From an optimization exercise on the open Yosys and OpenROAD flow, aimed at small area and a short achievable clock period; shortcuts taken in it are not production practice. The RTL was checked by simulation tests, not by an equivalence proof against the original design.

Setup of build 56:
==> flow/design.v (excerpt) <==
module adc_mul
(
    input  logic         clk_i,
    input  logic         rst_i,
    input  logic [11:0]  x_i,
    input  logic [11:0]  y_i,
    input  logic [11:0]  z_i,
    output logic [11:0]  fp_o
);
clock: 95.0 ns
lec_check: 0
cap_margin: 20
core_margin: 2
core_utilization: 55
cts_buf_list: sky130_fd_sc_hd__clkbuf_8
place_density: 0.7
slew_margin: 20
synth_hierarchical: 1
synth_minimum_keep_size: 0
standard.sh (not shown) runs the stock make flow with config.mk's settings and CLKGATE_MAP_FILE= SYNTH_SCRIPT=/design/flow/synth_recipe.tcl, a recipe that flattens the netlist after the stock synthesis.
==> flow/flow/run.sh <==
#!/bin/bash
# The standard layout (standard.sh), with the input and output ports
# buffered by sky130_fd_sc_hd__buf_2 cells instead of the cell buffer_ports picks
# by default. Everything else, synthesis included, is the standard flow.
set -euo pipefail
export BUFFER_PORTS_ARGS="-buffer_cell sky130_fd_sc_hd__buf_2"
bash standard.sh > standard.log 2>&1
Build 56 reached the end of the flow, and the finished layout is clean on the timing, design-rule and antenna checks.
What build 19 does differently from build 56 at the input level:
# build 56
export LEC_CHECK = 0
export CAP_MARGIN = 20
export CORE_MARGIN = 2
export CORE_UTILIZATION = 55
export CTS_BUF_LIST = sky130_fd_sc_hd__clkbuf_8
export PLACE_DENSITY = 0.7
export SLEW_MARGIN = 20
export SYNTH_HIERARCHICAL = 1
export SYNTH_MINIMUM_KEEP_SIZE = 0
create_clock -name core_clock -period 95.0 [get_ports {clk_i}]
# build 19
export LEC_CHECK = 0
export CAP_MARGIN = 20
export CORE_MARGIN = 2
export CORE_UTILIZATION = 40
export CTS_BUF_LIST = sky130_fd_sc_hd__clkbuf_16
export CTS_CLUSTER_SIZE = 20
export SLEW_MARGIN = 20
export SYNTH_HIERARCHICAL = 1
export SYNTH_MINIMUM_KEEP_SIZE = 0
create_clock -name core_clock -period 95.0 [get_ports {clk_i}]
Findings:
Build 19 gives less total routing resource utilization after global routing than build 56 did.
Going from build 56 to build 19, the sequential cell area share was found to have gone down by 0.25 points.
Compare build 19 and build 56 | CTS H-tree depth lower: build 19
Delta (build 19 minus build 56): utilization of the core after routing now sits lower; final period demand of the worst path now sits lower.
Looking at worst setup slack across both flows, build 19 is the stronger of the two, with build 56 trailing.
Flop-to-flop setup slack was higher in build 56 than in build 19.
What build 18 does differently from build 19 at the input level:
# build 19
export LEC_CHECK = 0
export CAP_MARGIN = 20
export CORE_MARGIN = 2
export CORE_UTILIZATION = 40
export CTS_BUF_LIST = sky130_fd_sc_hd__clkbuf_16
export CTS_CLUSTER_SIZE = 20
export SLEW_MARGIN = 20
export SYNTH_HIERARCHICAL = 1
export SYNTH_MINIMUM_KEEP_SIZE = 0
create_clock -name core_clock -period 95.0 [get_ports {clk_i}]
# build 18
export LEC_CHECK = 0
export CAP_MARGIN = 20
export CORE_MARGIN = 2
export CORE_UTILIZATION = 65
export CTS_BUF_LIST = sky130_fd_sc_hd__clkbuf_8
export SLEW_MARGIN = 20
export SYNTH_HIERARCHICAL = 1
export SYNTH_MINIMUM_KEEP_SIZE = 0
create_clock -name core_clock -period 95.0 [get_ports {clk_i}]
[summary]
Non-filler instance count after layout went down by a little under 10% going from build 19 to build 18. Against build 19, build 18 reports a first-pass GRT wire length that is lower. Between build 18 and build 19, routed wire length is lower for build 18, build 19 comes in above that. Compared with build 19, in build 18 global placer's final weighted congestion has increased; non-clock buffer count has increased; die area has decreased; area of the multi-input gates has remained practically unchanged; final period utilization has remained practically unchanged.
> inputs changed (build 18 -> build 2)
# build 18
export LEC_CHECK = 0
export CAP_MARGIN = 20
export CORE_MARGIN = 2
export CORE_UTILIZATION = 65
export CTS_BUF_LIST = sky130_fd_sc_hd__clkbuf_8
export SLEW_MARGIN = 20
export SYNTH_HIERARCHICAL = 1
export SYNTH_MINIMUM_KEEP_SIZE = 0
create_clock -name core_clock -period 95.0 [get_ports {clk_i}]
# build 2
export LEC_CHECK = 0
export CAP_MARGIN = 20
export CORE_MARGIN = 2
export CORE_UTILIZATION = 40
export SLEW_MARGIN = 20
export SYNTH_HIERARCHICAL = 1
export SYNTH_MINIMUM_KEEP_SIZE = 0
create_clock -name core_clock -period 95.0 [get_ports {clk_i}]
==> flow/flow/run.sh <==
#!/bin/bash
# The standard layout (standard.sh), with the input and output ports
# buffered by sky130_fd_sc_hd__buf_2 cells instead of the cell buffer_ports picks
# by default, and clock tree synthesis asked for larger sink clusters so that
# the tree has fewer levels. Everything else, synthesis included, is the
# standard flow.
set -euo pipefail
export BUFFER_PORTS_ARGS="-buffer_cell sky130_fd_sc_hd__buf_2"
export CTS_ARGS="-sink_clustering_enable -repair_clock_nets -buf_list sky130_fd_sc_hd__clkbuf_16 -root_buf sky130_fd_sc_hd__clkbuf_16 -sink_clustering_size 30 -sink_clustering_max_diameter 120"
bash standard.sh > standard.log 2>&1
==> summary.txt <==
- Build 2 vs. build 18: routed wire length went up by 5.2%.
- Comparing iteration count of the initial detailed-routing pass for build 18 and build 2, the bigger number came from build 18.
- When build 2 is measured against build 18, its post-CTS clock slew at the launch and capture registers of the worst setup and hold paths turns out 0.05 ns higher.
- Build 18 → build 2: final critical path time including I/O delays and setup saw a decrease, global-route usage went down by 10 points.
- Any difference in hold slack between build 2 and build 18 is small enough to ignore.
- Post-route cell area: build 2 vs build 18, no meaningful difference
- Relative to build 18, data arrival time at the worst-slack endpoint has gone down in build 2.

separate check: timing with driven ports:
The results above use ideal ports. As a check the final layouts listed here were re-extracted and re-timed, cells and wires unchanged. Step 1 (the two cells are an assumption about what drives the block):
set clk [get_ports {clk_i}]
set_driving_cell -lib_cell sky130_fd_sc_hd__clkbuf_16 $clk
set_driving_cell -lib_cell sky130_fd_sc_hd__buf_2 [delete_from_list [all_inputs] $clk]
Step 2 times the ports against the registers' clock, not the clock port: input delays grow and output delays shrink by t, the midpoint of the rising clock arrivals with the driver on. a / b / c = ideal ports / drivers / drivers and shift; a / b = the first two.
run	t, ns	setup slack, ns	hold slack, ns	worst register clock-pin slew, ns	cell pins on the clock port's net
build 56	0.622	74.895 / 74.847 / 75.469	0.301 / 0.301 / 0.301	0.08 / 0.08	1
build 19	0.592	74.965 / 74.900 / 75.492	0.322 / 0.322 / 0.322	0.07 / 0.07	1
build 18	0.629	74.899 / 74.848 / 75.477	0.322 / 0.322 / 0.322	0.07 / 0.07	1
build 2	0.540	75.001 / 74.947 / 75.487	0.325 / 0.325 / 0.325	0.11 / 0.11	1
After both steps every run listed still meets setup and hold.
